Optimization exercise on an open flow, not production practice.
RTL: at most simulated, not proved equivalent.
Function not checked: runs 1 and 5.
The clock port is an ideal driver here.
Power: default activity.

### flow/design.v
`timescale 1ns / 1ps
module Receiver(
    input clk_i,
    input rst_i,
    input RXD_i,
    output [7:0] data,
    output state
    );
    reg [7:0] data_buff;
    reg busy;
    reg first;
    reg [4:0] h;
    wire w;
    wire h16 = h[4] & ~h[0];
    wire run = busy & ~first & ~h16;
    wire e = run & w;
    wire we = e & h[0] & ~h[4];
    wire hc0 = e;
    wire hc1 = hc0 & h[0];
    wire hc2 = hc1 & h[1];
    wire hc3 = hc2 & h[2];
    wire hc4 = hc3 & h[3];
    wire [4:0] hc = {hc4, hc3, hc2, hc1, hc0};
    HalfBit timer(.clk_i(clk_i), .run(run), .w(w));
    always @(posedge clk_i or posedge rst_i)
        if (rst_i) begin
            busy <= 1'b0;
            first <= 1'b1;
        end else begin
            if (!busy)
                busy <= ~RXD_i;
            else if (h16 && RXD_i)
                busy <= 1'b0;
            if (busy)
                first <= 1'b0;
        end
    integer i;
    always @(posedge clk_i) begin
        h <= busy ? h ^ hc : 5'd31;
        for (i = 0; i < 8; i = i + 1)
            if (we && h[3:1] == i)
                data_buff[i] <= RXD_i;
    end
    assign data = data_buff;
    assign state = ~busy & h16;
endmodule
module HalfBit(
    input clk_i,
    input run,
    output w
    );
    reg [12:0] t;
    assign w = t[1] & t[2] & t[3] & ~t[4] & t[5] & ~t[7] & ~t[8] & ~t[9] & t[10] & t[11] & t[12];
    wire g = run & ~w;
    always @(posedge clk_i)
        t <= g ? {~t[11:0], t[3] ^ t[12]} : 13'h1fff;
endmodule
`timescale 1ns / 1ps
module Transceiver(
    input clk_i,
    input rst_i,
    output reg TXD_o,
    input state,
    input [7:0] data
    );
    reg busy;
    reg first;
    reg [4:0] h;
    reg c;
    wire w;
    wire h17 = h[4] & ~h[1] & h[0];
    wire fin = busy & h17 & ~c & ~state;
    wire run = busy & ~first & ~fin;
    wire [2:0] j = h[3:1];
    wire ev = run & w & ~h[0] & ~h[4];
    wire j5 = j == 3'd5;
    wire x = j5 | (c & j[2] & j[1]);
    wire d = data[j];
    wire hc0 = run & w;
    wire hc1 = hc0 & h[0];
    wire hc2 = hc1 & h[1];
    wire hc3 = hc2 & h[2];
    wire hc4 = hc3 & h[3];
    wire [4:0] hc = {hc4, hc3, hc2, hc1, hc0};
    HalfBit timer(.clk_i(clk_i), .run(run), .w(w));
    always @(posedge clk_i or posedge rst_i)
        if (rst_i) begin
            busy <= 1'b0;
            first <= 1'b1;
            TXD_o <= 1'b1;
        end else begin
            if (state)
                busy <= 1'b1;
            else if (fin)
                busy <= 1'b0;
            if (busy)
                first <= 1'b0;
            if (fin)
                TXD_o <= 1'b1;
            else if (busy & h[4] & h[1])
                TXD_o <= 1'b0;
            else if (ev)
                TXD_o <= d ^ x;
        end
    always @(posedge clk_i) begin
        h <= busy ? h ^ hc : 5'd31;
        if (ev)
            c <= d & (j5 | (c & j == 3'd6));
        else if (busy & state & ~h17)
            c <= 1'b1;
        else if (busy & h17 & ~state)
            c <= 1'b0;
    end
endmodule
`timescale 1ns / 1ps
module RS_232_top(
    input clk_i, 
    input rst_i, 
    input RXD_i, 
    output TXD_o
    );
    wire state;
    wire [7:0] data;
    Receiver odbiornik(.clk_i(clk_i), .rst_i(rst_i), .RXD_i(RXD_i), .data(data), .state(state));
    Transceiver nadajnik(.clk_i(clk_i), .rst_i(rst_i), .TXD_o(TXD_o), .data(data), .state(state));
endmodule
### flow/flow/run.sh
#!/bin/bash
# Own layout flow: the standard flow (standard.sh, all ORFS steps) with
#  - an area-oriented ABC script for the combinational logic (the registers
#    come out of synthesis exactly as in the standard synthesis),
#  - buf_1 cells as the port buffers,
#  - a clock tree of clkbuf_4 without dummy loads, where cts_fix.tcl sizes up
#    the buffers whose clock pins would see too high a slew.
# make's output goes to flow.log; each ORFS step keeps its own log under
# orfs/logs/.
set -euo pipefail
here=$(pwd)
rm -rf "$here/scripts"
cp -r "$FLOW_HOME/scripts" "$here/scripts"
cp "$here/flow/abc_area.script" "$here/scripts/abc_area.script"
bash "$here/standard.sh" SCRIPTS_DIR="$here/scripts" ABC_AREA=1 \
  BUFFER_PORTS_ARGS="-buffer_cell sky130_fd_sc_hd__buf_1" \
  CTS_ARGS="-sink_clustering_enable -repair_clock_nets -dont_use_dummy_load -buf_list sky130_fd_sc_hd__clkbuf_4" \
  POST_CTS_TCL="$here/flow/cts_fix.tcl" \
  finish > "$here/flow.log" 2>&1
### flow/flow/abc_area.script
&get -n
&st
&dch -f
&nf -R 1000
&put
topo
### flow/flow/cts_fix.tcl
estimate_parasitics -placement
foreach inst [get_cells clkbuf_*] {
  set out [get_pins -of_objects $inst -filter "direction==output"]
  set worst 0
  foreach p [get_pins -of_objects [get_nets -of_objects $out] -filter "direction==input"] {
    set s [get_property $p slew_max]
    if { $s > $worst } { set worst $s }
  }
  set ref [get_property $inst ref_name]
  if { $worst > 0.110 } {
    if { $ref == "sky130_fd_sc_hd__clkbuf_4" } {
      puts "cts_fix: [get_full_name $inst] $ref -> clkbuf_8 (slew $worst)"
      replace_cell $inst sky130_fd_sc_hd__clkbuf_8
    } elseif { $ref == "sky130_fd_sc_hd__clkbuf_8" } {
      puts "cts_fix: [get_full_name $inst] $ref -> clkbuf_16 (slew $worst)"
      replace_cell $inst sky130_fd_sc_hd__clkbuf_16
    }
  }
}
detailed_placement
estimate_parasitics -placement
repair_timing -hold -hold_margin 0
detailed_placement
check_placement -verbose
### flow/standard.sh
#!/bin/bash
# synth_recipe.tcl (not shown) runs the flow's synth.tcl, then flattens the netlist and writes it again
# the make line also repeats each setting of config.mk as NAME=value (left out here)
make -C /OpenROAD-flow-scripts/flow DESIGN_CONFIG=/design/flow/config.mk WORK_HOME=/design/flow/orfs CLKGATE_MAP_FILE= SYNTH_SCRIPT=/design/flow/synth_recipe.tcl "${@:-finish}"
### flow/config.mk
export PLATFORM = sky130hd
export DESIGN_NAME = RS_232_top
export DESIGN_NICKNAME = RS_232_top
export VERILOG_FILES = /design/flow/design.v
export SDC_FILE = /design/flow/constraint.sdc
export NUM_CORES = 4
export LEC_CHECK = 0
export CAP_MARGIN = 20
export CORE_MARGIN = 2
export CORE_UTILIZATION = 65
export PLACE_DENSITY = 0.8
export SLEW_MARGIN = 20
### flow/constraint.sdc
create_clock -name core_clock -period 10.0 [get_ports {clk_i}]
set_input_delay 2.0000 -clock core_clock [delete_from_list [all_inputs] [get_ports {clk_i}]]
set_output_delay 2.0000 -clock core_clock [all_outputs]
set_load 0.01 [all_outputs]
==> results.json, run 1 <==
{
  "status": "no timing/DRC/antenna violations",
  "area_growth_pct": 6.23,
  "die_w_um": 56.1,
  "start_kind": "register",
  "grtUsageTotal_pct": 18.1,
  "reg2reg_slack_ns": 7.48,
  "drive_above_1_share_pct": 6.71,
  "fin_crit_sh_pct": 30.3,
  "tns_ns": 0,
  "nets": 178,
  "grt_first_pass_wirelength_um": 4330,
  "avgSynthCellArea_um2": 11.3,
  "rsz0062_at_grt": "false",
  "clkLatencyLatePin_ns": 0.34,
  "fin_skew_ns": 0.0188,
  "synthCells": 156,
  "worstPathMaxFanout": 2,
  "fin_cells": 194,
  "syn_area_um2": 1770,
  "dp_cells": 189,
  "grt_pass1_vias": 996,
  "pwr-share-comb_pct": 15.9,
  "p_leak_nw": 0.765,
  "hold_end": "odbiornik.timer.t[7]$_SDFF_PN1_",
  "seq_area_frac_synth_pct": 63.4,
  "cts_num_sinks": 50,
  "end_kind": "primary output",
  "core_um2": 2520,
  "pwr-share-seq_pct": 64.7,
  "dieArea_um2": 3150,
  "rr_endpoint": "nadajnik.h[3]$_SDFF_PN1_",
  "synth_warnings": 3,
  "grt_max_degree": 17,
  "slowest_delay_ns": 0.54,
  "slew_violations": 0,
  "wire_per_inst_um": 13.1,
  "hold_viol": 0,
  "yosysUniqueCellTypes": 26,
  "clock.fmax_mhz": 330,
  "antenna_found_initial": 0,
  "start_util_pct": 70.0,
  "hold_start": "odbiornik.timer.t[6]$_SDFF_PN1_",
  "maxSlewHeadroom_pct": 44.9,
  "hold_path.class": "register to register",
  "portBuffers": 3,
  "gp_congestion": 0.737,
  "tightest_slew_ns": 0.825,
  "critPathRequiredTime_ns": 8.00,
  "crit_family": "flip-flops",
  "rows": 18,
  "synth-seq-cells": 50,
  "crit_buf_inv": 1,
  "firstDrtPassIters": 4,
  "drt_iter0_drc": 32,
  "syn_nets": 168,
  "cp.arrival_ns": 1.03,
  "switching_share_pct": 29.5,
  "slowest_stage": "dfstp_2",
  "ioPinCount": 4,
  "die_y_um": 56.1,
  "hold_path_depth": 1,
  "criticalPathCategory": "register to primary output",
  "maxCapViolCount": 0,
  "synth_area_leader_cell": "dfxtp_1",
  "vias": 1073,
  "netSwitchingPower_uw": 141,
  "vias_per_cell": 5.53,
  "drt_wl_total_um": 2540,
  "detail-route-antenna-nets": 0,
  "cts_tree": "yes",
  "powerDensity_nw_per_um2": 254,
  "worstReg2RegStart": "nadajnik.h[1]$_SDFF_PN1_",
  "drc_errors": 0,
  "fin_crit_ns": 3.03,
  "path_clk_slew_ns": 0.09,
  "grt_overflow": 0,
  "reg2reg_depth": 10,
  "antenna_cells": 0,
  "path_cells": "buf_1",
  "ir_worst_vdd_uv": 265,
  "dp_hpwl_um": 1820,
  "synth_area_leaders": "dfxtp_1 (41%), edfxtp_1 (15%), nand2_1 (7.4%), ha_1 (6.4%), dfstp_2 (4.5%)",
  "setup_violations": 0,
  "power.share.clock_pct": 19.3,
  "synth.top_cell.area_share_pct": 40.8,
  "p_int_uw": 335
}
-- layer usage --
metal / vias up / part of all wire (%) / global-route usage, %
li1: 549 / - / -
met1: 504 / 46 / 23.6
met2: 15 / 49 / 28.4
met3: 5 / 3.1 / 4.88
met4: 0 / 1.9 / 8.16
met5: - / 0 / 0
-- state kept, by name, summed over array words and instances (netlist names) --
register             count
odbiornik.data_buff      8
odbiornik.timer.t       13
nadajnik.c               1
odbiornik.first          1
nadajnik.TXD_o           1
odbiornik.busy           1
nadajnik.h               5
nadajnik.timer.t        13
nadajnik.busy            1
nadajnik.first           1
odbiornik.h              5
-- final cells by class --
| cell class | count | area, um^2 |
|---|---|---|
| fill | 187 | 646 |
| multi-input combinational | 104 | 644 |
| inverter | 2 | 7.51 |
| tap | 30 | 37.5 |
| timing repair buffer | 3 | 11.3 |
| clock buffer | 5 | 56.3 |
| sequential | 50 | 1120 |
-- synthesized netlist by cell type --
cell	count
a21o_1	1
a21oi_1	2
a31oi_1	2
clkinv_1	2
dfrtp_1	2
dfstp_2	3
dfxtp_1	36
edfxtp_1	9
ha_1	9
mux2i_1	1
mux4_2	2
nand2_1	35
nand2b_1	12
nand3_1	4
nand3b_1	2
nand4_1	2
nor2_1	9
nor2b_1	3
nor3_1	5
nor3b_1	1
nor4_1	2
o21ai_0	4
or3b_1	2
or4_1	1
or4b_1	1
xnor2_1	4
-- power by group through the flow --
| stage | combinational (mW) | clock, mW | sequential, mW |
|---|---|---|---|
| floorplan | 0.0596 | 0 | 0.299 |
| global placement | 0.0686 | 0 | 0.307 |
| detailed placement | 0.0754 | 0 | 0.311 |
| global route | 0.0878 | 0.103 | 0.315 |
| finish | 0.0758 | 0.0921 | 0.308 |
-- how the worst max path moves through the flow --
stage / from / endpoint / slack, ns / cells after the start
2_1_floorplan: nadajnik.TXD_o$_DFFE_PP1P_ / TXD_o / 7.47 / 0
3_3_place_gp: nadajnik.TXD_o$_DFFE_PP1P_ / TXD_o / 7.35 / 1
3_5_place_dp: nadajnik.TXD_o$_DFFE_PP1P_ / TXD_o / 7.35 / 1
5_1_grt: nadajnik.TXD_o$_DFFE_PP1P_ / TXD_o / 6.94 / 1
6_report: nadajnik.TXD_o$_DFFE_PP1P_ / TXD_o / 6.97 / 1
-- per-stage QoR --
stage | cell area (um^2) | hold slack [ns] | setup slack [ns] | utilization, % | total power [mW]
floorplan | 1770 | 0.343 | 7.47 | - | 0.359
global placement | 1820 | 0.348 | 7.35 | 72.0 | 0.376
detailed placement | 1820 | 0.354 | 7.35 | 72.2 | 0.387
global route | 1880 | 0.379 | 6.94 | 74.4 | 0.505
finish | 1880 | 0.365 | 6.97 | 74.4 | 0.476
-- placed cells by master, fill, tap and decap left out --
master,count
a21o_1,1
a21oi_1,2
a31oi_1,2
buf_1,3
clkbuf_4,2
clkbuf_8,3
clkinv_1,2
dfrtp_1,2
dfstp_2,3
dfxtp_1,36
edfxtp_1,9
ha_1,9
mux2i_1,1
mux4_2,2
nand2_1,35
nand2b_1,12
nand3_1,4
nand3b_1,2
nand4_1,2
nor2_1,9
nor2b_1,3
nor3_1,5
nor3b_2,1
nor4_1,2
o21ai_0,4
or3b_1,2
or4_1,1
or4b_1,1
xnor2_1,4
-- kinds of logic (layout without fill, tap and decap cells) --
group | after synthesis | count (layout) | share of synthesized area, %
AOI/OAI and AO/OA | 9 | 9 | 2.83
adders and majority gates | 9 | 9 | 6.37
buffers and inverters | 2 | 10 | 0.425
and+or+nand+nor | 79 | 79 | 21.9
DFF | 50 | 50 | 63.4
xor gates and xnor gates | 4 | 4 | 1.98
muxes | 3 | 3 | 3.12
==> run 2, diff against run 1 <==
==> flow/design.v (replaced) <==
`timescale 1ns / 1ps
module Receiver(
    input clk_i,
    input rst_i,
    input RXD_i,
    output [7:0] data,
    output state,
    output reg first
    );
    reg [7:0] data_buff;
    reg busy;
    reg [4:0] h;
    wire w;
    wire h16 = h[4] & ~h[1] & ~h[0];
    wire h30 = h[4] & h[1] & ~h[0];
    wire run = busy & ~h16 & ~h30;
    wire e = run & w | busy & h30;
    wire we = w & h[0] & ~h[4];
    wire hc0 = e;
    wire hc1 = hc0 & h[0];
    wire hc2 = hc1 & h[1];
    wire hc3 = hc2 & h[2];
    wire hc4 = hc3 & h[3];
    wire [4:0] hc = {hc4, hc3, hc2, hc1, hc0};
    HalfBit timer(.clk_i(clk_i), .run(run), .w(w));
    always @(posedge clk_i or posedge rst_i)
        if (rst_i) begin
            busy <= 1'b0;
            first <= 1'b1;
        end else begin
            if (!busy)
                busy <= ~RXD_i;
            else if (h16 && RXD_i)
                busy <= 1'b0;
            if (state)
                first <= 1'b0;
        end
    wire [7:0] din = {RXD_i ^ (data_buff[5] & ~data_buff[6]), RXD_i ^ data_buff[5], {6{RXD_i}}};
    integer i;
    always @(posedge clk_i) begin
        h <= busy ? h ^ hc : {4'b1111, ~first | h16};
        for (i = 0; i < 8; i = i + 1)
            if (we && h[3:1] == i)
                data_buff[i] <= din[i];
    end
    assign data = data_buff;
    assign state = ~busy & h16;
endmodule
module HalfBit(
    input clk_i,
    input run,
    output w
    );
    reg [12:0] t;
    assign w = t[1] & t[2] & t[3] & ~t[4] & t[5] & ~t[7] & ~t[8] & ~t[9] & t[10] & t[11] & t[12];
    wire g = run & ~w;
    always @(posedge clk_i)
        t <= g ? {~t[11:0], t[3] ^ t[12]} : 13'h1fff;
endmodule
`timescale 1ns / 1ps
module Transceiver(
    input clk_i,
    input rst_i,
    output reg TXD_o,
    input state,
    input first,
    input [7:0] data
    );
    reg busy;
    reg [4:0] h;
    reg c;
    wire w;
    wire h17 = h[4] & ~h[1] & h[0];
    wire fin = busy & h17 & ~c & ~state;
    wire h30 = h[4] & h[1] & ~h[0];
    wire run = busy & ~h30 & ~fin;
    wire [2:0] j = h[3:1];
    wire ev = run & w & ~h[0] & ~h[4];
    wire x = j == 3'd5;
    wire d = data[j];
    wire hc0 = run & w | busy & h30;
    wire hc1 = hc0 & h[0];
    wire hc2 = hc1 & h[1];
    wire hc3 = hc2 & h[2];
    wire hc4 = hc3 & h[3];
    wire [4:0] hc = {hc4, hc3, hc2, hc1, hc0};
    HalfBit timer(.clk_i(clk_i), .run(run), .w(w));
    always @(posedge clk_i or posedge rst_i)
        if (rst_i) begin
            busy <= 1'b0;
            TXD_o <= 1'b1;
        end else begin
            if (state)
                busy <= 1'b1;
            else if (fin)
                busy <= 1'b0;
            if (fin)
                TXD_o <= 1'b1;
            else if (busy & h[4] & h[1])
                TXD_o <= 1'b0;
            else if (ev)
                TXD_o <= d ^ x;
        end
    always @(posedge clk_i) begin
        h <= busy ? h ^ hc : {4'b1111, ~first};
        if (!busy)
            c <= 1'b0;
        else if (state & ~h17)
            c <= 1'b1;
        else if (h17 & ~state)
            c <= 1'b0;
    end
endmodule
`timescale 1ns / 1ps
module RS_232_top(
    input clk_i, 
    input rst_i, 
    input RXD_i, 
    output TXD_o
    );
    wire state;
    wire first;
    wire [7:0] data;
    Receiver odbiornik(.clk_i(clk_i), .rst_i(rst_i), .RXD_i(RXD_i), .data(data), .state(state), .first(first));
    Transceiver nadajnik(.clk_i(clk_i), .rst_i(rst_i), .TXD_o(TXD_o), .data(data), .state(state), .first(first));
endmodule
--- a/flow/config.mk
+++ b/flow/config.mk
@@ -7,6 +7,6 @@
 export LEC_CHECK = 0
 export CAP_MARGIN = 20
 export CORE_MARGIN = 2
-export CORE_UTILIZATION = 65
-export PLACE_DENSITY = 0.8
+export CORE_UTILIZATION = 40
+export PLACE_DENSITY = 0.9
 export SLEW_MARGIN = 20
==> run 2 against run 1 <==
Against the previous run: routed wire length down 4.5%; critical path depth is the same; clock skew grew 0.0029 ns; largest power group unchanged; synthesized cell count down 0.64%; register-to-register slack worse by 0.15 ns.
==> results.json, run 2 <==
{
  "crit_buf_inv": 1,
  "synth.top_cell.area_share_pct": 42.8,
  "grt_first_pass_wirelength_um": 4470,
  "avgSynthCellArea_um2": 11.2,
  "synth_area_leaders": "dfxtp_1 (43%), edfxtp_1 (14%), nand2_1 (7.8%), ha_1 (6.5%), nand2b_1 (3.3%)",
  "area_growth_pct": 7.51,
  "pwr-share-comb_pct": 24.1,
  "path_clk_slew_ns": 0.08,
  "firstDrtPassIters": 4,
  "grt_max_degree": 16,
  "fin_crit_sh_pct": 30.1,
  "core_um2": 4090,
  "async_reset_ff_share_pct": 8.16,
  "syn_nets": 167,
  "slowest_stage": "dfstp_2",
  "rsz0062_at_grt": "false",
  "p_total_uw": 539,
  "fin_crit_ns": 3.01,
  "antenna_found_initial": 0,
  "gp_congestion": 0.792,
  "synth_common_cells": "dfxtp_1 (37), nand2_1 (36), nor2_1 (10), ha_1 (9), nand2b_1 (9)",
  "placed_area_um2": 1810,
  "die_w_um": 69.8,
  "drt_wl_total_um": 2420,
  "synth.most_common_cell": "dfxtp_1",
  "maxCapViolCount": 0,
  "slew_violations": 0,
  "antenna_cells": 0,
  "cp.arrival_ns": 1.01,
  "start_util_pct": 42.4,
  "whs_ns": 0.350,
  "p_int_uw": 369,
  "slowest_delay_ns": 0.54,
  "maxSlewHeadroom_pct": 51.1,
  "final_cell_mix": "dfxtp_1 (37), nand2_1 (36), nor2_1 (10)",
  "vias": 1022,
  "synthFlopType": "dfxtp_1",
  "nets": 177,
  "grt_pass1_vias": 1012,
  "crit_family": "flip-flops",
  "synth_warnings": 3,
  "synth_edf_count": 8,
  "clkLatencyLatePin_ns": 0.34,
  "tightest_slew_ns": 0.731,
  "hold_viol": 0,
  "ir_worst_vdd_uv": 136,
  "worstPathMaxFanout": 2,
  "power.share.clock_pct": 16.8,
  "wire_per_inst_um": 11.4,
  "status": "no timing/DRC/antenna violations",
  "grt_overflow": 0,
  "hold_path.class": "register to register",
  "final_area_um2": 1860,
  "top_regs": "nadajnik.timer.t x13, odbiornik.timer.t x13, odbiornik.data_buff x8",
  "ioPinCount": 4,
  "drive_above_1_share_pct": 5.52,
  "vias_per_cell": 4.80,
  "die_y_um": 69.8,
  "critPathRequiredTime_ns": 8.00,
  "dieArea_um2": 4870,
  "setup_violations": 0,
  "netSwitchingPower_uw": 169,
  "drt_iter0_drc": 50,
  "dp_hpwl_um": 1790,
  "pwr-share-seq_pct": 59.1,
  "fin_skew_ns": 0.0217,
  "clock.fmax_mhz": 332,
  "end_kind": "primary output",
  "cts_num_sinks": 49,
  "cts_tree": "yes",
  "detail-route-antenna-nets": 0,
  "tns_ns": 0,
  "rows": 23,
  "grtUsageTotal_pct": 11.9,
  "path_cells": "buf_1",
  "switching_share_pct": 31.4,
  "p_leak_nw": 0.755,
  "synthCells": 155,
  "final_common_cell": "dfxtp_1",
  "start_kind": "register",
  "yosysUniqueCellTypes": 29,
  "drc_errors": 0,
  "criticalPathCategory": "register to primary output",
  "syn_area_um2": 1730,
  "powerDensity_nw_per_um2": 289,
  "seq_area_frac_synth_pct": 62.6,
  "portBuffers": 3,
  "synth_area_leader_cell": "dfxtp_1",
  "synth-seq-cells": 49
}
## run 2: cell types whose count changed after synthesis, moves of 2 or more
cell and change:
nor2b_1 -2, clkinv_1 +2, or3b_1 -2, a31oi_1 -2
nand2b_1 -3
## run 2: worst paths after layout
path	slack (ns)	cells after the start	from	to
max in group asynchronous	8.28	2	rst_i	nadajnik.TXD_o$_DFFE_PP1P_
hold / removal	0.35	1	nadajnik.timer.t[6]$_SDFF_PN1_	nadajnik.timer.t[7]$_SDFF_PN1_
hold reg to reg	0.35	1	nadajnik.timer.t[6]$_SDFF_PN1_	nadajnik.timer.t[7]$_SDFF_PN1_
min in group asynchronous	1.51	2	rst_i	nadajnik.busy$_DFFE_PP0P_
setup / recovery	6.99	1	nadajnik.TXD_o$_DFFE_PP1P_	TXD_o
setup reg to reg	7.33	10	nadajnik.busy$_DFFE_PP0P_	nadajnik.h[4]$_SDFF_PN1_
## run 2: cell families after synthesis
logic type	after synthesis	synth area share (%)
buffers and inverters	4	0.867
AO/OA/AOI/OAI	8	2.60
multiplexers	5	4.41
AND/OR/NAND/NOR	75	20.5
XOR/XNOR	5	2.53
flip-flops	49	62.6
adder cells (fa/ha/maj)	9	6.50
## run 2: area by class of cell
cell class,instances,area (um^2)
multi-input combinational,102,633
fill,389,2220
sequential,49,1080
clock buffer,5,56.3
tap,50,62.6
inverter,4,15.0
timing repair buffer,3,11.3
## run 2: metal layers
layer / up-vias / wire length [um] / GRT usage, %
met2: 9 / 1120 / 18.1
met1: 469 / 1180 / 14.7
met5: - / 0 / 0
met3: 2 / 95 / 5.67
li1: 542 / - / -
met4: 0 / 22 / 4.49
## run 2: power by group through the flow
stage               clock [mW]  combinational, mW  sequential (mW)
floorplan                    0              0.109            0.310
detailed placement           0              0.132            0.323
global route             0.106              0.154            0.330
finish                  0.0906              0.130            0.318
global placement             0              0.125            0.320
## run 2: through the flow
stage | instances | utilization (%) | setup WS, ns
2_1_floorplan | 155 | - | 7.34
3_3_place_gp | 208 | 44.2 | 7.10
3_5_place_dp | 208 | 44.2 | 7.05
5_1_grt | 213 | 45.6 | 6.93
6_report | 213 | 45.6 | 6.99
==> run 3, diff against run 2 <==
--- a/flow/config.mk
+++ b/flow/config.mk
@@ -8,5 +8,5 @@
 export CAP_MARGIN = 20
 export CORE_MARGIN = 2
 export CORE_UTILIZATION = 40
-export PLACE_DENSITY = 0.9
+export PLACE_DENSITY = 0.6
 export SLEW_MARGIN = 20
==> run 3 against run 2 <==
Against the previous run: critical path depth did not move; synthesized cell count did not move; die area did not move; critical path type unchanged; still clean; flip-flop and latch count did not move; clock power fell by 5.8%; via count rose by 3.3%; final area fell by 0.34%.
==> results.json, run 3 <==
{
  "syn_area_um2": 1730,
  "crit_buf_inv": 1,
  "fin_skew_ns": 0.0268,
  "worstReg2RegStart": "nadajnik.busy$_DFFE_PP0P_",
  "critPathLaunch": "nadajnik.TXD_o$_DFFE_PP1P_",
  "final_common_cell": "dfxtp_1",
  "status": "no timing/DRC/antenna violations",
  "hold_start": "odbiornik.timer.t[9]$_SDFF_PN1_",
  "worstPathMaxFanout": 2,
  "slowest_delay_ns": 0.54,
  "detail-route-antenna-nets": 0,
  "synth-seq-cells": 49,
  "area_growth_pct": 7.15,
  "maxSlewHeadroom_pct": 52.2,
  "clkLatencyLatePin_ns": 0.34,
  "maxCapViolCount": 0,
  "synthFlopType": "dfxtp_1",
  "ir_worst_vdd_uv": 128,
  "cts_tree": "yes",
  "whs_ns": 0.367,
  "path_cells": "buf_1",
  "yosysUniqueCellTypes": 29,
  "grt_pass1_vias": 1069,
  "start_util_pct": 42.4,
  "synth.most_common_cell": "dfxtp_1",
  "seq_area_frac_synth_pct": 62.6,
  "setup_violations": 0,
  "avgSynthCellArea_um2": 11.2,
  "clock.fmax_mhz": 332,
  "antenna_found_initial": 0,
  "die_w_um": 69.8,
  "dp_hpwl_um": 1930,
  "grt_overflow": 0,
  "wire_per_inst_um": 11.8,
  "vias_per_cell": 4.96,
  "final_cell_mix": "dfxtp_1 (37), nand2_1 (36), nor2_1 (10)",
  "top_regs": "nadajnik.timer.t x13, odbiornik.timer.t x13, odbiornik.data_buff x8",
  "hold_viol": 0,
  "synth_common_cells": "dfxtp_1 (37), nand2_1 (36), nor2_1 (10), ha_1 (9), nand2b_1 (9)",
  "cts_num_sinks": 49,
  "tns_ns": 0,
  "start_kind": "register",
  "firstDrtPassIters": 4,
  "syn_nets": 167,
  "core_um2": 4090,
  "cp.arrival_ns": 1.02,
  "crit_family": "flip-flops",
  "p_leak_nw": 0.753,
  "die_y_um": 69.8,
  "tightest_slew_ns": 0.715,
  "synth_edf_count": 8,
  "powerDensity_nw_per_um2": 288,
  "drive_above_1_share_pct": 5.52,
  "synth_area_leader_cell": "dfxtp_1",
  "p_total_uw": 535,
  "vias": 1056,
  "synth.top_cell.area_share_pct": 42.8,
  "rows": 23,
  "ioPinCount": 4,
  "nets": 177,
  "drc_errors": 0,
  "drt_iter0_drc": 57,
  "fin_crit_sh_pct": 30.2,
  "portBuffers": 3,
  "end_kind": "primary output",
  "rsz0062_at_grt": "false",
  "grt_max_degree": 17,
  "hold_path.class": "register to register",
  "dieArea_um2": 4870,
  "gp_congestion": 0.720,
  "async_reset_ff_share_pct": 8.16,
  "slew_violations": 0,
  "critPathRequiredTime_ns": 8.00,
  "synth_area_leaders": "dfxtp_1 (43%), edfxtp_1 (14%), nand2_1 (7.8%), ha_1 (6.5%), nand2b_1 (3.3%)",
  "slowest_stage": "dfstp_2",
  "criticalPathCategory": "register to primary output",
  "grt_first_pass_wirelength_um": 4580,
  "synthCells": 155,
  "fin_crit_ns": 3.02,
  "antenna_cells": 0,
  "drt_wl_total_um": 2520,
  "synth_warnings": 3,
  "grtUsageTotal_pct": 12.1,
  "path_clk_slew_ns": 0.10
}
-- run 3: cell count changes in the layout (fill, tap and decap cells not counted) --
cell,change
clkbuf_8,-1
clkbuf_4,+1
-- run 3: power breakdown --
group          total [mW]  internal (mW)  switching (mW)
clock              0.0853         0.0322          0.0531
combinational       0.131         0.0633          0.0674
sequential          0.319          0.270          0.0489
-- run 3: area by class of cell --
cell class                 instances  area (um^2)
timing repair buffer               3         11.3
fill                             415         2230
inverter                           4         15.0
tap                               50         62.6
clock buffer                       5         50.0
multi-input combinational        102          633
sequential                        49         1080
-- run 3: per-layer routing --
metal  wire length (um)  track usage (%)
met1               1120             13.9
met2               1270             19.8
met3                 82             4.51
met4                 55             5.77
met5                  0                0
-- run 3: cell families (layout without fill, tap and decap cells) --
logic type | after synthesis | in the layout | synth area share [%]
AND/OR/NAND/NOR | 75 | 75 | 20.5
adder cells (fa/ha/maj) | 9 | 9 | 6.50
AO/OA/AOI/OAI | 8 | 8 | 2.60
multiplexers | 5 | 5 | 4.41
flip-flops | 49 | 49 | 62.6
buffers and inverters | 4 | 12 | 0.867
XOR/XNOR | 5 | 5 | 2.53
-- run 3: path summary, 6_finish.rpt --
kind                                                    endpoint  slack (ns)  cells past startpoint
worst max-delay path                                       TXD_o        6.98                      1
worst min-delay path            odbiornik.timer.t[10]$_SDFF_PN1_        0.37                      1
worst max register to register          nadajnik.h[3]$_SDFF_PN1_        7.30                      9
worst min register to register  odbiornik.timer.t[10]$_SDFF_PN1_        0.37                      1
max in group asynchronous            odbiornik.first$_DFFE_PP1P_        8.28                      2
min in group asynchronous               odbiornik.busy$_DFF_PP0_        1.48                      2
-- run 3: metrics by stage --
stage / std cells / setup slack (ns) / utilization [%] / instance area (um^2)
floorplan: 155 / 7.34 / - / 1730
detailed placement: 208 / 7.02 / 44.2 / 1810
global route: 213 / 6.94 / 45.4 / 1860
finish: 213 / 6.98 / 45.4 / 1860
global placement: 208 / 7.09 / 44.2 / 1810
==> run 4, diff against run 3 <==
--- a/flow/flow/run.sh
+++ b/flow/flow/run.sh
@@ -3,10 +3,6 @@
 #  - an area-oriented ABC script for the combinational logic (the registers
 #    come out of synthesis exactly as in the standard synthesis),
 #  - buf_1 cells as the port buffers,
-#  - a clock tree of clkbuf_4 without dummy loads, where cts_fix.tcl sizes up
-#    the buffers whose clock pins would see too high a slew.
-# make's output goes to flow.log; each ORFS step keeps its own log under
-# orfs/logs/.
 set -euo pipefail
 here=$(pwd)
 rm -rf "$here/scripts"
==> flow/flow/cts_fix.tcl (replaced) <==
set slew_limit 0.115
set clk_net [get_nets [[[[ord::get_db_block] findBTerm clk_i] getNet] getName]]
set root_loads [get_pins -of_objects $clk_net -filter "direction==input"]
if { [llength $root_loads] == 1 } {
  set root [get_cells -of_objects [lindex $root_loads 0]]
  set root_out [get_pins -of_objects $root -filter "direction==output"]
  set leaf_loads [get_pins -of_objects [get_nets -of_objects $root_out] -filter "direction==input"]
  if { [llength $leaf_loads] <= 4 && [string match "*clkbuf*" [get_property $root ref_name]] } {
    puts "cts_fix: removing root clock buffer [get_full_name $root]"
    remove_buffers [list $root]
  }
}
proc worst_sink_slew { inst } {
  set out [get_pins -of_objects $inst -filter "direction==output"]
  set worst 0
  foreach p [get_pins -of_objects [get_nets -of_objects $out] -filter "direction==input"] {
    set s [get_property $p slew_max]
    if { $s > $worst } { set worst $s }
  }
  return $worst
}
foreach inst [get_cells clkbuf_*] {
  foreach size {4 8 16} {
    replace_cell $inst sky130_fd_sc_hd__clkbuf_$size
    estimate_parasitics -placement
    set s [worst_sink_slew $inst]
    puts "cts_fix: [get_full_name $inst] clkbuf_$size worst sink slew $s"
    if { $s <= $slew_limit } { break }
  }
}
detailed_placement
estimate_parasitics -placement
repair_timing -hold -hold_margin 0
detailed_placement
check_placement -verbose
==> run 4 against run 3 <==
Against the previous run: critical path type unchanged; clock skew hardly changed; sequential power is essentially flat; first-iteration DRC count grew 3.5%.
==> results.json, run 4 <==
{
  "portBuffers": 3,
  "wire_per_inst_um": 11.8,
  "p_total_uw": 523,
  "critPathRequiredTime_ns": 8.00,
  "antenna_cells": 0,
  "async_reset_ff_share_pct": 8.16,
  "met2_length_um": 1280,
  "whs_ns": 0.366,
  "dp_cells": 208,
  "clkLatencyLatePin_ns": 0.16,
  "met3WireLength_um": 72,
  "slowest_stage": "dfstp_2",
  "path_clk_slew_ns": 0.10,
  "ioPinCount": 4,
  "maxCapViolCount": 0,
  "syn_area_um2": 1730,
  "grt_first_pass_wirelength_um": 4530,
  "dp_slack_ns": 7.02,
  "seq_area_frac_synth_pct": 62.6,
  "rows": 23,
  "firstDrtPassIters": 4,
  "synth_area_leader_cell": "dfxtp_1",
  "fin_crit_sh_pct": 28.4,
  "dieArea_um2": 4870,
  "syn_nets": 167,
  "dp_hpwl_um": 1930,
  "vias_per_cell": 4.94,
  "area_growth_pct": 6.72,
  "vias": 1047,
  "fin_skew_ns": 0.0265,
  "start_kind": "register",
  "crit_family": "flip-flops",
  "path_cells": "buf_1",
  "fin_ws_ns": 7.16,
  "hold_viol": 0,
  "slew_violations": 0,
  "cts_num_sinks": 49,
  "synth_edf_count": 8,
  "slowest_delay_ns": 0.54,
  "cp.arrival_ns": 0.84,
  "placed_area_um2": 1810,
  "drt-met1-wl_um": 1110,
  "top_regs": "nadajnik.timer.t x13, odbiornik.timer.t x13, odbiornik.data_buff x8",
  "synthCells": 155,
  "synthFlopType": "dfxtp_1",
  "clock.fmax_mhz": 353,
  "grt_overflow": 0,
  "hold_path.class": "register to register",
  "final_area_um2": 1850,
  "powerDensity_nw_per_um2": 283,
  "antenna_found_initial": 0,
  "gp_congestion": 0.720,
  "rsz0062_at_grt": "false",
  "reg2reg_slack_ns": 7.30,
  "p_leak_nw": 0.748,
  "grt_pass1_vias": 1063,
  "synth_warnings": 3,
  "tns_ns": 0,
  "yosysUniqueCellTypes": 29,
  "synth_common_cells": "dfxtp_1 (37), nand2_1 (36), nor2_1 (10), ha_1 (9), nand2b_1 (9)",
  "criticalPathCategory": "register to primary output",
  "nets": 176,
  "drc_errors": 0,
  "start_util_pct": 42.4,
  "synth-seq-cells": 49,
  "top_layer": "met4",
  "fin_cells": 212,
  "tightest_slew_ns": 0.715,
  "crit_buf_inv": 1,
  "setup_violations": 0,
  "final_common_cell": "dfxtp_1",
  "core_um2": 4090,
  "drt_iter0_drc": 59,
  "post-route-util_pct": 45.2,
  "synth.top_cell.area_share_pct": 42.8,
  "grt_max_degree": 17,
  "drt_wl_total_um": 2490,
  "status": "no timing/DRC/antenna violations",
  "synth.most_common_cell": "dfxtp_1",
  "die_w_um": 69.8,
  "fin_crit_ns": 2.84,
  "worstPathMaxFanout": 2,
  "maxSlewHeadroom_pct": 52.2,
  "drive_above_1_share_pct": 4.94,
  "ir_worst_vdd_uv": 128,
  "synth_area_leaders": "dfxtp_1 (43%), edfxtp_1 (14%), nand2_1 (7.8%), ha_1 (6.5%), nand2b_1 (3.3%)",
  "die_y_um": 69.8,
  "grtUsageTotal_pct": 11.7,
  "final_cell_mix": "dfxtp_1 (37), nand2_1 (36), nor2_1 (10)",
  "detail-route-antenna-nets": 0,
  "end_kind": "primary output",
  "avgSynthCellArea_um2": 11.2
}
==> run 4: layout make-up <==
type,count,area (um^2)
clock buffer,4,42.5
fill,415,2240
sequential,49,1080
timing repair buffer,3,11.3
inverter,4,15.0
tap,50,62.6
multi-input combinational,102,633
==> run 4: metal layers <==
metal	global-route usage (%)	vias to the layer above
met5	0	-
met4	3.85	0
met3	4.07	2
met2	19.8	6
met1	13.9	498
li1	-	541
==> run 4: worst paths after layout <==
check | startpoint | endpoint | cells after the start
min | odbiornik.timer.t[9]$_SDFF_PN1_ | odbiornik.timer.t[10]$_SDFF_PN1_ | 1
min in group asynchronous | rst_i | odbiornik.busy$_DFF_PP0_ | 2
max in group asynchronous | rst_i | odbiornik.first$_DFFE_PP1P_ | 2
max | nadajnik.TXD_o$_DFFE_PP1P_ | TXD_o | 1
min reg2reg | odbiornik.timer.t[9]$_SDFF_PN1_ | odbiornik.timer.t[10]$_SDFF_PN1_ | 1
max reg2reg | nadajnik.busy$_DFFE_PP0P_ | nadajnik.h[3]$_SDFF_PN1_ | 9
==> run 4: power by group <==
part	total (mW)	internal, mW	switching, mW
clock network	0.0731	0.0280	0.0452
registers	0.319	0.270	0.0489
logic	0.131	0.0633	0.0674
total	0.523	0.361	0.161
==> run 4: cell families after synthesis <==
kind of cell             synth area share [%]
adder cells (fa/ha/maj)                  6.50
AO/OA/AOI/OAI                            2.60
flip-flops                               62.6
AND/OR/NAND/NOR                          20.5
multiplexers                             4.41
XOR/XNOR                                 2.53
buffers and inverters                   0.867
==> run 5, diff against run 4 <==
--- a/flow/design.v
+++ b/flow/design.v
@@ -5,7 +5,7 @@
     input RXD_i,
     output [7:0] data,
     output state,
-    output reg first
+    input first
     );
     reg [7:0] data_buff;
     reg busy;
@@ -26,14 +26,11 @@
     always @(posedge clk_i or posedge rst_i)
         if (rst_i) begin
             busy <= 1'b0;
-            first <= 1'b1;
         end else begin
             if (!busy)
                 busy <= ~RXD_i;
             else if (h16 && RXD_i)
                 busy <= 1'b0;
-            if (state)
-                first <= 1'b0;
         end
     wire [7:0] din = {RXD_i ^ (data_buff[5] & ~data_buff[6]), RXD_i ^ data_buff[5], {6{RXD_i}}};
     integer i;
@@ -63,7 +60,7 @@
     input rst_i,
     output reg TXD_o,
     input state,
-    input first,
+    output first,
     input [7:0] data
     );
     reg busy;
@@ -74,6 +71,7 @@
     wire fin = busy & h17 & ~c & ~state;
     wire h30 = h[4] & h[1] & ~h[0];
     wire run = busy & ~h30 & ~fin;
+    assign first = c & ~busy;
     wire [2:0] j = h[3:1];
     wire ev = run & w & ~h[0] & ~h[4];
     wire x = j == 3'd5;
@@ -89,6 +87,7 @@
         if (rst_i) begin
             busy <= 1'b0;
             TXD_o <= 1'b1;
+            c <= 1'b1;
         end else begin
             if (state)
                 busy <= 1'b1;
@@ -100,16 +99,15 @@
                 TXD_o <= 1'b0;
             else if (ev)
                 TXD_o <= d ^ x;
+            if (!busy)
+                c <= c & ~state;
+            else if (state & ~h17)
+                c <= 1'b1;
+            else if (h17 & ~state)
+                c <= 1'b0;
         end
-    always @(posedge clk_i) begin
-        h <= busy ? h ^ hc : {4'b1111, ~first};
-        if (!busy)
-            c <= 1'b0;
-        else if (state & ~h17)
-            c <= 1'b1;
-        else if (h17 & ~state)
-            c <= 1'b0;
-    end
+    always @(posedge clk_i)
+        h <= busy ? h ^ hc : {4'b1111, ~c};
 endmodule
 `timescale 1ns / 1ps
 module RS_232_top(
==> flow/flow/abc_area.script (replaced) <==
&get -n
&st
&dch -x
&nf -R 1000
&put
topo
==> run 5 against run 4 <==
Against the previous run: clock power grew 1%; global-route usage grew 0.86 points; largest cell class unchanged; still clean on timing, DRC and antenna; utilization shrank 0.11 points.
==> results.json, run 5 <==
{
  "status": "no timing/DRC/antenna violations",
  "switching_share_pct": 32.6,
  "synth_edf_count": 8,
  "yosysUniqueCellTypes": 31,
  "rows": 23,
  "grt_first_pass_wirelength_um": 4740,
  "dieArea_um2": 4820,
  "ir_worst_vdd_uv": 133,
  "muxShareOfSynthArea_pct": 3.87,
  "slew_violations": 0,
  "portBuffers": 3,
  "syn_area_um2": 1710,
  "antenna_cells": 0,
  "synth_compound_area_share_pct": 3.80,
  "synth_area_leaders": "dfxtp_1 (42%), edfxtp_1 (14%), nand2_1 (8.5%), ha_1 (6.6%), nand2b_1 (3.6%)",
  "grtUsageTotal_pct": 12.6,
  "synth_area_leader_cell": "dfxtp_1",
  "path_cells": "buf_1",
  "slowest_stage": "dfstp_2",
  "p_int_uw": 365,
  "die_w_um": 69.5,
  "p_leak_nw": 0.728,
  "worstPathMaxFanout": 2,
  "synth.most_common_cell": "nand2_1",
  "crit_family": "flip-flops",
  "powerDensity_nw_per_um2": 295,
  "fin_skew_ns": 0.0273,
  "nFillCells": 392,
  "vias": 1054,
  "final_common_cell": "nand2_1",
  "hold_path.class": "register to register",
  "area_growth_pct": 6.79,
  "yosys.area_share.simple_pct": 19.9,
  "vias_per_cell": 4.97,
  "hold_path_depth": 1,
  "drive_above_1_share_pct": 4.94,
  "synth.top_cell.area_share_pct": 42.0,
  "end_kind": "primary output",
  "synth_warnings": 3,
  "maxSlewHeadroom_pct": 48.6,
  "setup_violations": 0,
  "detail-route-antenna-nets": 0,
  "antenna_found_initial": 0,
  "syn_nets": 167,
  "top_regs": "nadajnik.timer.t x13, odbiornik.timer.t x13, odbiornik.data_buff x8",
  "synthFlopType": "dfxtp_1",
  "grt_pass1_vias": 1045,
  "synthCells": 155,
  "drc_errors": 0,
  "fin_crit_ns": 2.86,
  "tns_ns": 0,
  "ioPinCount": 4,
  "avgSynthCellArea_um2": 11.1,
  "die_y_um": 69.5,
  "clkLatencyLatePin_ns": 0.17,
  "clock.fmax_mhz": 350,
  "cp.arrival_ns": 0.86,
  "synth_top_family_by_area": "simple AND/OR/NAND/NOR gates",
  "final_cell_mix": "nand2_1 (39), dfxtp_1 (36), nand2b_1 (10)",
  "seq_area_frac_synth_pct": 62.0,
  "hold_viol": 0,
  "synth_fa_ha_area_share_pct": 6.57,
  "grt_max_degree": 15,
  "firstDrtPassIters": 4,
  "nets": 176,
  "start_util_pct": 42.2,
  "critPathRequiredTime_ns": 8.00,
  "dp_hpwl_um": 1960,
  "crit_buf_inv": 1,
  "grt_overflow": 0,
  "gp_congestion": 0.761,
  "power.share.clock_pct": 13.7,
  "synth-xor-area-share_pct": 2.55,
  "slowest_delay_ns": 0.54,
  "pwr-share-comb_pct": 26.8,
  "async_reset_ff_share_pct": 8.33,
  "reg2reg_depth": 11,
  "core_um2": 4060,
  "path_clk_slew_ns": 0.11,
  "maxCapViolCount": 0,
  "start_kind": "register",
  "synth-seq-cells": 48,
  "tightest_slew_ns": 0.768,
  "fin_crit_sh_pct": 28.6,
  "synth_common_cells": "nand2_1 (39), dfxtp_1 (36), nand2b_1 (10), ha_1 (9), nor2_1 (9)",
  "dp_cells": 208,
  "wire_per_inst_um": 12.5,
  "fin_cells": 212,
  "rsz0062_at_grt": "false",
  "drt_wl_total_um": 2640,
  "criticalPathCategory": "register to primary output",
  "netSwitchingPower_uw": 176,
  "cts_num_sinks": 48,
  "crit_cells": 1,
  "drt_iter0_drc": 51,
  "pwr-share-seq_pct": 59.5
}
## run 5: changes by cell type after synthesis, sizes merged, moves of 2 or more
cell,before,now
o211ai,0,2
nand3,3,1
nand3b,3,1
nand2,36,39
clkinv,4,6
nor3,4,2
## run 5: through the flow
step	hold WS, ns	utilization (%)	power (mW)	setup WS [ns]	instance area (um^2)
2_1_floorplan	0.343	-	0.428	7.34	1710
3_3_place_gp	0.347	44.1	0.458	7.10	1790
3_5_place_dp	0.356	44.1	0.472	7.03	1790
5_1_grt	0.385	45.1	0.588	6.99	1830
6_report	0.366	45.1	0.541	7.14	1830
## run 5: layer usage
metal	track usage (%)	vias to the layer above	part of all wire, %
li1	-	542	-
met1	15.8	500	47
met2	19.9	9	49
met3	4.94	3	3.6
met4	3.92	0	0.87
met5	0	-	0
## run 5: cell families after synthesis
group | Yosys count
compound gates | 10
flops | 48
mux | 4
xor+xnor | 5
simple gates | 73
fa+ha+maj | 9
buf+inv | 6
## run 5: final timing paths
check	from	end	slack, ns
worst min register to register	odbiornik.timer.t[10]$_SDFF_PN1_	odbiornik.timer.t[11]$_SDFF_PN1_	0.37
max in group asynchronous	rst_i	nadajnik.TXD_o$_DFFE_PP1P_	8.14
min in group asynchronous	rst_i	nadajnik.busy$_DFFE_PP0P_	1.65
worst max register to register	odbiornik.busy$_DFF_PP0_	nadajnik.h[4]$_SDFF_PN1_	7.16
worst max-delay path	nadajnik.TXD_o$_DFFE_PP1P_	TXD_o	7.14
worst min-delay path	odbiornik.timer.t[10]$_SDFF_PN1_	odbiornik.timer.t[11]$_SDFF_PN1_	0.37
## run 5: area by class of cell
| cell class | count | area, um^2 | area share (%) |
|---|---|---|---|
| multi-input combinational | 101 | 628 | 34.3 |
| clock buffer | 4 | 42.5 | 2.32 |
| sequential | 48 | 1060 | 58.1 |
| tap | 50 | 62.6 | 3.42 |
| inverter | 6 | 22.5 | 1.23 |
| timing repair buffer | 3 | 11.3 | 0.615 |
## run 5: power groups by stage
stage / Clock, mW / Combinational, mW / Sequential, mW
6_report: 0.0740 / 0.145 / 0.322
2_1_floorplan: 0 / 0.118 / 0.311
3_5_place_dp: 0 / 0.147 / 0.325
5_1_grt: 0.0834 / 0.173 / 0.331
3_3_place_gp: 0 / 0.137 / 0.321
==> run 6, diff against run 5 <==
--- a/flow/design.v
+++ b/flow/design.v
@@ -84,21 +84,23 @@
     wire [4:0] hc = {hc4, hc3, hc2, hc1, hc0};
     HalfBit timer(.clk_i(clk_i), .run(run), .w(w));
     always @(posedge clk_i or posedge rst_i)
+        if (rst_i)
+            TXD_o <= 1'b1;
+        else if (fin)
+            TXD_o <= 1'b1;
+        else if (busy & h[4] & h[1])
+            TXD_o <= 1'b0;
+        else if (ev)
+            TXD_o <= d ^ x;
+    always @(posedge clk_i)
         if (rst_i) begin
             busy <= 1'b0;
-            TXD_o <= 1'b1;
             c <= 1'b1;
         end else begin
             if (state)
                 busy <= 1'b1;
             else if (fin)
                 busy <= 1'b0;
-            if (fin)
-                TXD_o <= 1'b1;
-            else if (busy & h[4] & h[1])
-                TXD_o <= 1'b0;
-            else if (ev)
-                TXD_o <= d ^ x;
             if (!busy)
                 c <= c & ~state;
             else if (state & ~h17)
==> run 6 against run 5 <==
Against the previous run: final cell count grew 0.47%; power fell by 24%; flip-flop and latch count did not move; sequential power down 18%; clock power down 8.5%; worst hold slack improved by 0.0040 ns; critical path depth grew 9; first-iteration DRC count down 7.8%; die area is 0.33% lower; synthesized cell count is 0.65% higher; count of clock-buffer cells in the layout unchanged.
==> results.json, run 6 <==
{
  "hold_end": "odbiornik.timer.t[1]$_SDFF_PN1_",
  "synth.top_cell.area_share_pct": 44.5,
  "p_total_uw": 413,
  "drc_errors": 0,
  "synth_area_leader_cell": "dfxtp_1",
  "worstPathMaxFanout": 15,
  "drt_wl_total_um": 2400,
  "fin_skew_ns": 0.0155,
  "grt_pass1_vias": 1012,
  "final_cell_mix": "dfxtp_1 (38), nand2_1 (35), nand2b_1 (10), nor2_1 (10), ha_1 (9)",
  "ioPinCount": 4,
  "dp_hpwl_um": 1760,
  "criticalPathCategory": "register to register",
  "synth-seq-cells": 48,
  "powerDensity_nw_per_um2": 227,
  "clkLatencyLatePin_ns": 0.16,
  "status": "no timing/DRC/antenna violations",
  "die_y_um": 69.3,
  "seq_area_frac_synth_pct": 61.6,
  "synth_edf_count": 8,
  "syn_nets": 168,
  "nets": 177,
  "grt_max_degree": 17,
  "reg2reg_depth": 10,
  "reg2reg_slack_ns": 7.14,
  "cts_num_sinks": 48,
  "hold_path_depth": 1,
  "rr_endpoint": "nadajnik.h[4]$_SDFF_PN1_",
  "async_reset_ff_share_pct": 4.17,
  "synthFlopType": "dfxtp_1",
  "portBuffers": 3,
  "start_kind": "register",
  "regArea_um2": 1050,
  "vias": 1064,
  "drt_iter0_drc": 47,
  "tns_ns": 0,
  "synthCells": 156,
  "nFillCells": 387,
  "drive_above_1_share_pct": 3.68,
  "clock.fmax_mhz": 350,
  "synth.most_common_cell": "dfxtp_1",
  "syn_area_um2": 1710,
  "hold_viol": 0,
  "worstReg2RegStart": "nadajnik.busy$_SDFFE_PP0P_",
  "rsz0062_at_grt": "false",
  "synth_area_leaders": "dfxtp_1 (45%), edfxtp_1 (14%), nand2_1 (7.7%), ha_1 (6.6%), nand2b_1 (3.7%)",
  "antenna_found_initial": 0,
  "path_clk_slew_ns": 0.11,
  "p_leak_nw": 0.707,
  "cp.arrival_ns": 2.89,
  "grtUsageTotal_pct": 11.5,
  "dieArea_um2": 4810,
  "hold_start": "odbiornik.timer.t[0]$_SDFF_PN1_",
  "top_regs": "nadajnik.timer.t x13, odbiornik.timer.t x13, odbiornik.data_buff x8",
  "maxSlewHeadroom_pct": 52.0,
  "wire_per_inst_um": 11.3,
  "synth_common_cells": "dfxtp_1 (38), nand2_1 (35), nand2b_1 (10), nor2_1 (10), ha_1 (9)",
  "setup_violations": 0,
  "synth_warnings": 3,
  "gp_congestion": 0.656,
  "grt_first_pass_wirelength_um": 4480,
  "ir_worst_vdd_uv": 117,
  "slew_violations": 0,
  "avgSynthCellArea_um2": 10.9,
  "end_kind": "register",
  "core_um2": 4060,
  "tightest_slew_ns": 0.718,
  "multi_input_area_um2": 648,
  "area_growth_pct": 6.45,
  "fin_crit_sh_pct": 28.6,
  "dp_cells": 209,
  "critPathRequiredTime_ns": 10.03,
  "final_common_cell": "dfxtp_1",
  "yosysUniqueCellTypes": 31,
  "die_w_um": 69.3,
  "firstDrtPassIters": 4,
  "hold_path.class": "register to register",
  "start_util_pct": 42.1,
  "rows": 23,
  "fin_crit_ns": 2.86,
  "fin_cells": 213,
  "antenna_cells": 0,
  "maxCapViolCount": 0,
  "detail-route-antenna-nets": 0,
  "vias_per_cell": 5.00,
  "grt_overflow": 0
}
[run 6: cell types whose count changed in the layout (fill, tap and decap cells not counted), sizes merged, moves of 2 or more]
cell,delta
nand2,-4
clkinv,-4
a21oi,+2
o21ai,+4
dfxtp,+2
o211ai,-2
[run 6: layout make-up]
type,count,share of cell area (%)
clock buffers,4,2.00
well taps,50,3.44
multi-input cells,106,35.7
flip-flops and latches,48,57.9
repair buffers,3,0.619
inverters,2,0.413
[run 6: cell families after synthesis]
kind of cell	after synthesis	share of synthesized area (%)
AOI/OAI and AO/OA	15	5.49
xor gates and xnor gates	5	2.56
adders and majority gates	9	6.59
buffers and inverters	2	0.440
DFF	48	61.6
muxes	3	2.56
and+or+nand+nor	74	20.7
[run 6: metal layers]
| layer | vias up | global-route usage (%) | wire, um |
|---|---|---|---|
| met5 | - | 0 | 0 |
| met4 | 0 | 4.58 | 40 |
| met3 | 6 | 3.49 | 65 |
| met2 | 7 | 18.1 | 1110 |
| met1 | 499 | 14.9 | 1180 |
| li1 | 552 | - | - |
[run 6: critical path, cell delays in order (launching register included)]
cell      delay [ns]
dfxtp_1         0.63
clkinv_1        0.22
or4_1           0.63
nand4_1         0.14
o21ai_0         0.09
ha_1            0.21
ha_1            0.20
ha_1            0.20
ha_1            0.21
xnor2_1         0.14
nand2_1         0.07
[run 6: stage by stage]
stage          utilization, %  worst slack [ns]  hold WS, ns  area, um^2
2_1_floorplan               -              7.34        0.343        1710
3_3_place_gp             43.9              7.09        0.346        1780
3_5_place_dp             43.9              7.01        0.350        1780
5_1_grt                  44.8              6.87        0.392        1820
6_report                 44.8              7.14        0.370        1820
[run 6: worst max path at each step]
stage	from	to	slack, ns	cells past startpoint
after floorplan	RXD_i	odbiornik.data_buff[7]$_DFFE_PP_	7.34	2
after global placement	RXD_i	odbiornik.data_buff[7]$_DFFE_PP_	7.09	3
after detailed placement	RXD_i	odbiornik.data_buff[7]$_DFFE_PP_	7.01	3
after global routing	nadajnik.busy$_SDFFE_PP0P_	nadajnik.h[4]$_SDFF_PN1_	6.87	10
final	nadajnik.busy$_SDFFE_PP0P_	nadajnik.h[4]$_SDFF_PN1_	7.14	10
[run 6: report_power, final]
part / internal (mW) / switching, mW
logic: 0.0400 / 0.0402
registers: 0.237 / 0.0285
clock network: 0.0236 / 0.0440
total: 0.301 / 0.113
==> run 7, diff against run 6 <==
==> flow/flow/abc_area.script (replaced) <==
&get -n
&st
&dch -x
&nf -R 1000
&put
mfs3 -a
&get -n
&st
&dch -x
&nf -R 1000
&put
mfs3 -a
topo
==> run 7 against run 6 <==
Against the previous run: critical path type is now register to primary output; via count up 0.19%; largest power group unchanged; worst hold slack worse by 0.0027 ns; clock power up 21%; combinational power up 5.7%.
==> results.json, run 7 <==
{
  "async_reset_ff_share_pct": 4.17,
  "start_util_pct": 42.0,
  "antenna_cells": 0,
  "die_w_um": 69.1,
  "grt_overflow": 0,
  "setup_violations": 0,
  "drive_above_1_share_pct": 4.14,
  "synth-seq-cells": 48,
  "rows": 23,
  "drc_errors": 0,
  "synthCells": 162,
  "fin_skew_ns": 0.00296,
  "fin_crit_ns": 2.81,
  "path_clk_slew_ns": 0.07,
  "criticalPathCategory": "register to primary output",
  "p_leak_nw": 0.707,
  "vias_per_cell": 4.87,
  "avgSynthCellArea_um2": 10.5,
  "synth_edf_count": 8,
  "antenna_found_initial": 0,
  "firstDrtPassIters": 4,
  "grt_pass1_vias": 1012,
  "maxSlewHeadroom_pct": 51.8,
  "top_regs": "nadajnik.timer.t x13, odbiornik.timer.t x13, odbiornik.data_buff x8",
  "tns_ns": 0,
  "tightest_slew_ns": 0.718,
  "dp_hpwl_um": 1820,
  "vias": 1066,
  "path_cells": "buf_1",
  "end_kind": "primary output",
  "crit_buf_inv": 1,
  "status": "no timing/DRC/antenna violations",
  "start_kind": "register",
  "area_growth_pct": 7.90,
  "slowest_stage": "dfstp_2",
  "grt_max_degree": 14,
  "final_common_cell": "nand2_1",
  "hold_viol": 0,
  "synth.top_cell.area_share_pct": 44.9,
  "ir_worst_vdd_uv": 111,
  "synth.most_common_cell": "nand2_1",
  "fin_crit_sh_pct": 28.1,
  "synth_area_leader_cell": "dfxtp_1",
  "wire_per_inst_um": 11.2,
  "portBuffers": 3,
  "cp.arrival_ns": 0.81,
  "die_y_um": 69.1,
  "clkLatencyLatePin_ns": 0.14,
  "powerDensity_nw_per_um2": 239,
  "gp_congestion": 0.715,
  "ioPinCount": 4,
  "maxCapViolCount": 0,
  "slew_violations": 0,
  "syn_area_um2": 1690,
  "placed_area_um2": 1770,
  "syn_nets": 174,
  "post-route-util_pct": 45.4,
  "synth_warnings": 3,
  "dieArea_um2": 4770,
  "worstPathMaxFanout": 2,
  "drt_wl_total_um": 2450,
  "final_area_um2": 1830,
  "slowest_delay_ns": 0.53,
  "grt_first_pass_wirelength_um": 4280,
  "grtUsageTotal_pct": 11.0,
  "synth_common_cells": "nand2_1 (39), dfxtp_1 (38), nor2_1 (12), ha_1 (9), nand2b_1 (9)",
  "final_cell_mix": "nand2_1 (39), dfxtp_1 (38), nor2_1 (12)",
  "rsz0062_at_grt": "false",
  "synthFlopType": "dfxtp_1",
  "critPathRequiredTime_ns": 8.00,
  "synth_area_leaders": "dfxtp_1 (45%), edfxtp_1 (14%), nand2_1 (8.6%), ha_1 (6.6%), nand2b_1 (3.3%)",
  "cts_num_sinks": 48,
  "crit_family": "flip-flops",
  "detail-route-antenna-nets": 0,
  "core_um2": 4030,
  "seq_area_frac_synth_pct": 62.1,
  "hold_path.class": "register to register",
  "yosysUniqueCellTypes": 26,
  "nets": 183,
  "drt_iter0_drc": 41,
  "clock.fmax_mhz": 356
}
-- run 7: changes by cell type in the layout (fill, tap and decap cells not counted), moves of 2 or more --
cell,change
clkbuf_4,-3
clkbuf_8,+3
clkinv_1,+2
nand2_1,+4
nand3_1,+2
nor2_1,+2
nor3b_1,-2
-- run 7: report_power, final --
| group | internal [mW] | switching [mW] |
|---|---|---|
| Sequential | 0.239 | 0.0307 |
| Clock | 0.0366 | 0.0452 |
| Combinational | 0.0395 | 0.0453 |
| Total | 0.315 | 0.121 |
-- run 7: final cells by class --
cell class	instances	area (um^2)
Clock buffer	4	55.1
Fill cell	391	2200
Sequential cell	48	1050
Timing Repair Buffer	3	11.3
Inverter	4	15.0
Tap cell	50	62.6
Multi-Input combinational cell	110	632
-- run 7: layer usage --
| layer | part of all wire (%) | global-route usage [%] |
|---|---|---|
| met5 | 0 | 0 |
| met4 | 1.1 | 3.27 |
| met3 | 4.5 | 4.09 |
| met2 | 44 | 16.8 |
| met1 | 51 | 14.6 |
-- run 7: per-stage QoR --
step | total power [mW] | hold WS (ns) | worst slack [ns] | std cells
finish | 0.436 | 0.367 | 7.19 | 219
global placement | 0.353 | 0.348 | 7.09 | 215
global route | 0.470 | 0.384 | 7.14 | 219
detailed placement | 0.360 | 0.352 | 7.07 | 215
floorplan | 0.335 | 0.343 | 7.34 | 162
-- run 7: worst paths after layout --
path | start | to | slack (ns) | cells past startpoint
max | nadajnik.TXD_o$_DFFE_PP1P_ | TXD_o | 7.19 | 1
min | nadajnik.timer.t[6]$_SDFF_PN1_ | nadajnik.timer.t[7]$_SDFF_PN1_ | 0.37 | 1
max reg2reg | odbiornik.busy$_DFF_PP0_ | nadajnik.h[3]$_SDFF_PN1_ | 7.76 | 9
min reg2reg | nadajnik.timer.t[6]$_SDFF_PN1_ | nadajnik.timer.t[7]$_SDFF_PN1_ | 0.37 | 1
max in group asynchronous | rst_i | nadajnik.TXD_o$_DFFE_PP1P_ | 8.10 | 2
min in group asynchronous | rst_i | odbiornik.busy$_DFF_PP0_ | 1.69 | 2
-- run 7: cells by family (layout without fill, tap and decap cells) --
kind of cell,count (synthesis),count (layout),share of synthesized area [%]
muxes,2,2,1.99
DFF,48,48,62.1
and+or+nand+nor,79,79,21.2
adders and majority gates,9,9,6.65
buffers and inverters,4,11,0.886
xor gates and xnor gates,4,4,2.07
AOI/OAI and AO/OA,16,16,5.10
==> run 8, diff against run 7 <==
--- a/flow/flow/cts_fix.tcl
+++ b/flow/flow/cts_fix.tcl
@@ -1,4 +1,5 @@
-set slew_limit 0.115
+set slew_limit 0.122
+set sizes {sky130_fd_sc_hd__clkbuf_4 sky130_fd_sc_hd__buf_6 sky130_fd_sc_hd__clkbuf_8 sky130_fd_sc_hd__clkbuf_16}
 set clk_net [get_nets [[[[ord::get_db_block] findBTerm clk_i] getNet] getName]]
 set root_loads [get_pins -of_objects $clk_net -filter "direction==input"]
 if { [llength $root_loads] == 1 } {
@@ -19,14 +20,29 @@
   }
   return $worst
 }
-foreach inst [get_cells clkbuf_*] {
-  foreach size {4 8 16} {
-    replace_cell $inst sky130_fd_sc_hd__clkbuf_$size
-    estimate_parasitics -placement
+set leaves [get_cells clkbuf_*]
+foreach inst $leaves {
+  replace_cell $inst [lindex $sizes 0]
+}
+estimate_parasitics -placement
+# size up, one step at a time, the leaf with the worst slew over the limit
+for { set pass 0 } { $pass < 16 } { incr pass } {
+  set worst_inst ""
+  set worst 0
+  foreach inst $leaves {
     set s [worst_sink_slew $inst]
-    puts "cts_fix: [get_full_name $inst] clkbuf_$size worst sink slew $s"
-    if { $s <= $slew_limit } { break }
+    if { $s > $slew_limit && $s > $worst } { set worst $s; set worst_inst $inst }
   }
+  if { $worst_inst == "" } { break }
+  set i [lsearch $sizes [get_property $worst_inst ref_name]]
+  if { $i < 0 || $i + 1 >= [llength $sizes] } { break }
+  set next [lindex $sizes [expr { $i + 1 }]]
+  puts "cts_fix: [get_full_name $worst_inst] slew $worst -> $next"
+  replace_cell $worst_inst $next
+  estimate_parasitics -placement
+}
+foreach inst $leaves {
+  puts "cts_fix: [get_full_name $inst] [get_property $inst ref_name] worst sink slew [worst_sink_slew $inst]"
 }
 detailed_placement
 estimate_parasitics -placement
--- a/flow/config.mk
+++ b/flow/config.mk
@@ -8,5 +8,5 @@
 export CAP_MARGIN = 20
 export CORE_MARGIN = 2
 export CORE_UTILIZATION = 40
-export PLACE_DENSITY = 0.6
+export PLACE_DENSITY = 0.85
 export SLEW_MARGIN = 20
==> run 8 against run 7 <==
Against the previous run: routed wire length decreased by 5.2%; non-clock buffer count unchanged; via count decreased by 1.1%; die area unchanged; combinational power decreased by 0.8%; utilization decreased by 0.53 points; global-route usage decreased by 0.079 points; setup slack improved by 0.0030 ns; critical path depth unchanged; critical endpoint unchanged.
==> results.json, run 8 <==
{
  "status": "no timing/DRC/antenna violations",
  "drc_errors": 0,
  "syn_area_um2": 1690,
  "seq_area_frac_synth_pct": 62.1,
  "avgSynthCellArea_um2": 10.5,
  "rr_endpoint": "nadajnik.h[3]$_SDFF_PN1_",
  "synth_area_leader_cell": "dfxtp_1",
  "wire_per_inst_um": 10.6,
  "setup_violations": 0,
  "tightest_slew_ns": 0.649,
  "netSwitchingPower_uw": 117,
  "end_kind": "primary output",
  "synth.most_common_cell": "nand2_1",
  "synth_common_cells": "nand2_1 (39), dfxtp_1 (38), nor2_1 (12), ha_1 (9), nand2b_1 (9)",
  "grtUsageMet3_pct": 3.51,
  "fin_crit_ns": 2.81,
  "detail-route-antenna-nets": 0,
  "crit_family": "flip-flops",
  "firstDrtPassIters": 4,
  "antenna_found_initial": 0,
  "crit_buf_inv": 1,
  "final_common_cell": "nand2_1",
  "die_y_um": 69.1,
  "clock.fmax_mhz": 356,
  "start_util_pct": 42.0,
  "cp.arrival_ns": 0.81,
  "path_clk_slew_ns": 0.11,
  "synth-seq-cells": 48,
  "grt-busiest-layer": "met2",
  "critPathRequiredTime_ns": 8.00,
  "synth_edf_count": 8,
  "synth_fa_ha_area_share_pct": 6.65,
  "nets": 183,
  "syn_nets": 174,
  "p_int_uw": 301,
  "synth-xor-area-share_pct": 2.07,
  "p_leak_nw": 0.698,
  "rows": 23,
  "async_reset_ff_share_pct": 4.17,
  "fin_skew_ns": 0.0467,
  "synth_area_leaders": "dfxtp_1 (45%), edfxtp_1 (14%), nand2_1 (8.6%), ha_1 (6.6%), nand2b_1 (3.3%)",
  "area_growth_pct": 6.65,
  "whs_ns": 0.348,
  "grt_pass1_vias": 1006,
  "hold_start": "odbiornik.timer.t[9]$_SDFF_PN1_",
  "drt_iter0_drc": 69,
  "core_um2": 4030,
  "hold_path.class": "register to register",
  "switching_share_pct": 28.0,
  "synth_top_family_by_area": "simple AND/OR/NAND/NOR gates",
  "grt_overflow": 0,
  "reg2reg_depth": 9,
  "dieArea_um2": 4770,
  "hold_viol": 0,
  "vias_per_cell": 4.81,
  "fin_crit_sh_pct": 28.1,
  "drt_wl_total_um": 2330,
  "die_w_um": 69.1,
  "grt_first_pass_wirelength_um": 4240,
  "gp_congestion": 0.802,
  "pwr-share-seq_pct": 64.1,
  "grtUsageTotal_pct": 10.9,
  "worstReg2RegStart": "odbiornik.busy$_DFF_PP0_",
  "synth_warnings": 3,
  "portBuffers": 3,
  "use_met2_pct": 17.6,
  "maxCapViolCount": 0,
  "start_kind": "register",
  "tns_ns": 0,
  "top_regs": "nadajnik.timer.t x13, odbiornik.timer.t x13, odbiornik.data_buff x8",
  "yosysUniqueCellTypes": 26,
  "muxShareOfSynthArea_pct": 1.99,
  "criticalPathCategory": "register to primary output",
  "hold_end": "odbiornik.timer.t[10]$_SDFF_PN1_",
  "ir_worst_vdd_uv": 119,
  "dp_hpwl_um": 1780,
  "yosys.area_share.simple_pct": 21.2,
  "p_total_uw": 418,
  "antenna_cells": 0,
  "clkLatencyLatePin_ns": 0.17,
  "path_cells": "buf_1",
  "drive_above_1_share_pct": 4.14,
  "slowest_stage": "dfstp_2",
  "grt_max_degree": 17,
  "synthFlopType": "dfxtp_1",
  "grt_use_met1_pct": 13.7,
  "powerDensity_nw_per_um2": 231,
  "synthCells": 162,
  "reg2reg_slack_ns": 7.81,
  "cts_num_sinks": 48,
  "synth.top_cell.area_share_pct": 44.9,
  "ioPinCount": 4,
  "final_cell_mix": "nand2_1 (39), dfxtp_1 (38), nor2_1 (12)",
  "slowest_delay_ns": 0.54,
  "hold_path_depth": 1,
  "slew_violations": 0,
  "pwr-share-comb_pct": 20.1,
  "power.share.clock_pct": 15.8,
  "vias": 1054,
  "rsz0062_at_grt": "false",
  "worstPathMaxFanout": 2,
  "maxSlewHeadroom_pct": 56.5,
  "synth_compound_area_share_pct": 5.10
}
-- run 8: cell counts after synthesis --
No cell type changed its count.
-- run 8: worst max path at each step --
| stage | from | endpoint | slack (ns) | depth (start not counted) |
|---|---|---|---|---|
| after floorplan | RXD_i | odbiornik.data_buff[7]$_DFFE_PP_ | 7.34 | 2 |
| after global placement | RXD_i | odbiornik.data_buff[7]$_DFFE_PP_ | 7.09 | 3 |
| after detailed placement | RXD_i | odbiornik.data_buff[7]$_DFFE_PP_ | 7.02 | 3 |
| after global routing | nadajnik.TXD_o$_DFFE_PP1P_ | TXD_o | 7.15 | 1 |
| final | nadajnik.TXD_o$_DFFE_PP1P_ | TXD_o | 7.19 | 1 |
-- run 8: power groups by stage --
stage                     sequential (mW)  combinational, mW  clock (mW)
after floorplan                     0.266             0.0697           0
after global placement              0.271             0.0811           0
after global routing                0.274              0.103      0.0766
final                               0.268             0.0841      0.0662
after detailed placement            0.272             0.0844           0
-- run 8: kinds of logic after synthesis --
group | after synthesis
xor gates and xnor gates | 4
buffers and inverters | 4
adders and majority gates | 9
DFF | 48
AOI/OAI and AO/OA | 16
muxes | 2
and+or+nand+nor | 79
-- run 8: area by class of cell --
type / count / area (um^2)
fillers: 386 / 2220
flip-flops and latches: 48 / 1050
multi-input cells: 110 / 632
well taps: 50 / 62.6
clock buffers: 4 / 33.8
inverters: 4 / 15.0
repair buffers: 3 / 11.3
-- run 8: routing by layer --
layer	share of wire, %	vias to the layer above
met4	1.5	0
met1	49	476
met3	2.7	5
li1	-	568
met2	46	5
met5	0	-
-- run 8: per-stage QoR --
stage	std cells	worst slack, ns	utilization [%]	area [um^2]
after floorplan	162	7.34	-	1690
after global placement	215	7.09	43.9	1770
after detailed placement	215	7.02	43.9	1770
after global routing	219	7.15	44.8	1810
final	219	7.19	44.8	1810
